Source: an optimization exercise on an open RTL-to-GDS flow (aim: small area, a short achievable clock period and few clock cycles per item). Production flows keep margins and buffers that such runs may drop. At most, simulation tests tie the RTL to the original design; equivalence was not proved.

// multiply
module multiply (clk, prod, fin, mcand, mplier, reset);
	input clk, reset;
	output [63:0] prod;
	output fin;
	input [31:0] mcand, mplier;
	reg first;		 
	reg [1:0] cnt;		 
	reg [32:0] S, C;	 
	reg [11:0] lx, ly;	 
	reg cin;		 
	reg [5:0] e1, e2;	 
	reg [23:0] sh;	 
	assign fin = (cnt == 3);
	wire [35:0] mpx = {4'd0, mplier};
	wire ld = (cnt == 0);	 
	wire [12:0] nxt = ld ? mpx[23:11] : sh[23:11];	 
	wire [32:0] a = S & {33{~ld}} | {1'b1, 32'd0} & {33{ld}};
	wire [32:0] b = C & {33{~ld}};
	wire [33:0] m1 = {2'b00, mcand};
	wire [33:0] m2 = {1'b0, mcand, 1'b0};
	wire [2:0] f0 = {mplier[1], mplier[0], 1'b0};
	wire [2:0] q0 = nxt[2:0];
	wire fs1_0, fs2_0;
	benc ue0 (f0, fs1_0, fs2_0);
	wire s1_0 = e1[0] | first & fs1_0;
	wire s2_0 = e2[0] | first & fs2_0;
	wire ng0 = first ? mplier[1] : sh[1];
	wire [33:0] r0 = (({34{s1_0}} & m1) | ({34{s2_0}} & m2)) ^ {34{ng0}};
	wire [2:0] f1 = {mplier[3], mplier[2], mplier[1]};
	wire [2:0] q1 = nxt[4:2];
	wire fs1_1, fs2_1;
	benc ue1 (f1, fs1_1, fs2_1);
	wire s1_1 = e1[1] | first & fs1_1;
	wire s2_1 = e2[1] | first & fs2_1;
	wire ng1 = first ? mplier[3] : sh[3];
	wire [33:0] r1 = (({34{s1_1}} & m1) | ({34{s2_1}} & m2)) ^ {34{ng1}};
	wire [2:0] f2 = {mplier[5], mplier[4], mplier[3]};
	wire [2:0] q2 = nxt[6:4];
	wire fs1_2, fs2_2;
	benc ue2 (f2, fs1_2, fs2_2);
	wire s1_2 = e1[2] | first & fs1_2;
	wire s2_2 = e2[2] | first & fs2_2;
	wire ng2 = first ? mplier[5] : sh[5];
	wire [33:0] r2 = (({34{s1_2}} & m1) | ({34{s2_2}} & m2)) ^ {34{ng2}};
	wire [2:0] f3 = {mplier[7], mplier[6], mplier[5]};
	wire [2:0] q3 = nxt[8:6];
	wire fs1_3, fs2_3;
  ...
Size in the first run: roughly 1400 cells after synthesis, roughly 130 flip-flops, ~130 I/O pins.
export LEC_CHECK = 0
export CAP_MARGIN = 20
export CORE_MARGIN = 2
export CORE_UTILIZATION = 40
export SETUP_SLACK_MARGIN = 0.65
export SLEW_MARGIN = 20
export SYNTH_HIERARCHICAL = 1
export SYNTH_MINIMUM_KEEP_SIZE = 0
create_clock -name core_clock -period 4.5 [get_ports {clk}]
standard.sh (not shown) runs the stock make flow with config.mk's settings and CLKGATE_MAP_FILE= SYNTH_SCRIPT=/design/flow/synth_recipe.tcl, a recipe that flattens the netlist after the stock synthesis.
==> flow/flow/run.sh <==
#!/bin/bash
# Standard layout, but with plain buffers on the ports instead of delay cells.
export BUFFER_PORTS_ARGS="-buffer_cell sky130_fd_sc_hd__buf_2"
bash standard.sh > standard.log 2>&1
Rerun with:
--- a/flow/design.v
+++ b/flow/design.v
@@ -3,25 +3,25 @@
 	output [63:0] prod;
 	output fin;
 	input [31:0] mcand, mplier;
 	reg first;		 
 	reg [1:0] cnt;		 
 	reg [32:0] S, C;	 
 	reg [11:0] lx, ly;	 
 	reg cin;		 
 	reg [5:0] e1, e2;	 
 	reg [23:0] sh;	 
 	assign fin = (cnt == 3);
 	wire [35:0] mpx = {4'd0, mplier};
-	wire ld = (cnt == 0);	 
+	wire ld = first;	 
 	wire [12:0] nxt = ld ? mpx[23:11] : sh[23:11];	 
 	wire [32:0] a = S & {33{~ld}} | {1'b1, 32'd0} & {33{ld}};
 	wire [32:0] b = C & {33{~ld}};
 	wire [33:0] m1 = {2'b00, mcand};
 	wire [33:0] m2 = {1'b0, mcand, 1'b0};
 	wire [2:0] f0 = {mplier[1], mplier[0], 1'b0};
 	wire [2:0] q0 = nxt[2:0];
 	wire fs1_0, fs2_0;
 	benc ue0 (f0, fs1_0, fs2_0);
 	wire s1_0 = e1[0] | first & fs1_0;
 	wire s2_0 = e2[0] | first & fs2_0;
 	wire ng0 = first ? mplier[1] : sh[1];
=>
- via count came out lower by 0.92%
- hold slack is worse by 0.014 ns
- synthesized cell count barely changes
- register-to-register slack got worse by 0.05 ns
- wire length went down by 2.9%
- cell area barely changes
- sequential share of layout area barely changes
- die area went up by 0.35%
- global-route usage drops by 0.62 points
Testbench counts after the change, summed over its fixed seeds: cycles 12,800, items 3,200.
For the first run of this note, only the layout was checked, not whether the RTL still works.

========
multiply, a different RTL version from the one above (not shown whole).
Size: about 130 flip-flops, roughly 130 I/O pins.
==> flow/config.mk <==
export PLATFORM = sky130hd
export DESIGN_NAME = multiply
export DESIGN_NICKNAME = multiply
export VERILOG_FILES = /design/flow/design.v
export SDC_FILE = /design/flow/constraint.sdc
export NUM_CORES = 4
export LEC_CHECK = 0
export CAP_MARGIN = 20
export CORE_MARGIN = 2
export CORE_UTILIZATION = 40
export SETUP_SLACK_MARGIN = 0.5
export SLEW_MARGIN = 20
export SYNTH_HIERARCHICAL = 1
export SYNTH_MINIMUM_KEEP_SIZE = 0
==> flow/constraint.sdc <==
create_clock -name core_clock -period 4.5 [get_ports {clk}]
set_input_delay 0.9000 -clock core_clock [delete_from_list [all_inputs] [get_ports {clk}]]
set_output_delay 0.9000 -clock core_clock [all_outputs]
set_load 0.01 [all_outputs]
Scripts as last shown in full above: flow/flow/run.sh
Then changed:
--- a/flow/design.v
+++ b/flow/design.v
@@ -7,19 +7,20 @@
 	reg [1:0] cnt;		 
 	reg [32:0] S, C;	 
 	reg [11:0] lx, ly;	 
 	reg cin;		 
 	reg [5:0] e1, e2;	 
 	reg [23:0] sh;	 
 	assign fin = (cnt == 3);
 	wire [35:0] mpx = {4'd0, mplier};
-	wire [12:0] nxt = first ? mpx[23:11] : sh[23:11];	 
-	wire [32:0] a = S & {33{~first}} | {1'b1, 32'd0} & {33{first}};
-	wire [32:0] b = C & {33{~first}};
+	wire ld = (cnt == 0);	 
+	wire [12:0] nxt = ld ? mpx[23:11] : sh[23:11];	 
+	wire [32:0] a = S & {33{~ld}} | {1'b1, 32'd0} & {33{ld}};
+	wire [32:0] b = C & {33{~ld}};
 	wire [33:0] m1 = {2'b00, mcand};
 	wire [33:0] m2 = {1'b0, mcand, 1'b0};
 	wire [2:0] f0 = {mplier[1], mplier[0], 1'b0};
 	wire [2:0] q0 = nxt[2:0];
 	wire fs1_0, fs2_0;
 	benc ue0 (f0, fs1_0, fs2_0);
 	wire s1_0 = e1[0] | first & fs1_0;
 	wire s2_0 = e2[0] | first & fs2_0;
@@ -538,20 +539,20 @@
 		if (reset)
 			cnt <= 0;
 		else if (cnt != 3)
 			cnt <= cnt + 1'b1;
 		S <= x[44:12];
 		C <= y[44:12];
 		lx <= x[11:0];
 		ly <= y[11:0];
-		cin <= low[12] & ~first;
+		cin <= low[12] & ~ld;
 		e1 <= reset ? 6'd0 : {q5[1] ^ q5[0], q4[1] ^ q4[0], q3[1] ^ q3[0], q2[1] ^ q2[0], q1[1] ^ q1[0], q0[1] ^ q0[0]};
 		e2 <= reset ? 6'd0 : {(q5 == 3'b100) | (q5 == 3'b011), (q4 == 3'b100) | (q4 == 3'b011), (q3 == 3'b100) | (q3 == 3'b011), (q2 == 3'b100) | (q2 == 3'b011), (q1 == 3'b100) | (q1 == 3'b011), (q0 == 3'b100) | (q0 == 3'b011)};
-		sh <= first ? mpx[35:12] : {low[11:0], sh[23:12]};
+		sh <= ld ? mpx[35:12] : {low[11:0], sh[23:12]};
 	end
 	wire [40:0] his = {S, lx, cin} + {C, ly, cin};
 	wire [39:0] hi = his[40:1];
 	assign prod = {hi, sh};
 endmodule
 module benc (g, s1, s2);
 	input [2:0] g;
 	output s1, s2;
The changed run finished with timing, DRC and antenna clean; setup slack got worse by 0.086 ns; first-iteration DRC count rises by a little under a tenth; via count grows by a few percent; die area climbs slightly; cell area goes up slightly; maximum frequency goes down by a few percent; core utilization drops by 0.33 points; global-route usage climbs by 0.63 points; area after synthesis goes up slightly.
Function was not checked in any run of this note: the RTL went through the layout flow alone.

[separate check: timing with driven ports]
In the flow no input, the clock included, has a driving cell. The finished layouts below were timed again as built, in two steps. Step 1, drivers: a clkbuf_16 drives clk and a buf_2 each remaining input, both assumed. Step 2 moves the port delays by t, midway between the first and last clock arrival at a register: inputs arrive t later, outputs are due t later. That takes back most of the time a late clock gives input paths. a / b / c = ideal ports / drivers / drivers and shift; a / b = the first two.
run | shift t [ns] | setup slack, ns | worst setup path at the end | latest minus earliest clock arrival (ns)
the first run of note 1 | 0.482 | 0.780 / 0.768 / 0.314 | input to register | 0.015 / 0.015
the second run of note 1 | 0.478 | 0.785 / 0.752 / 0.328 | input to register | 0.016 / 0.016
the first run of note 2 | 0.494 | 0.552 / 0.498 / 0.121 | input to register | 0.011 / 0.011
the second run of note 2 | 0.503 | 0.467 / 0.411 / 0.091 | input to register | 0.016 / 0.016
After both steps setup and hold are still met in every run listed. The setup slack of the first run of note 1, which loses most, moves by -0.012 ns with the drivers and by -0.466 ns with both steps.
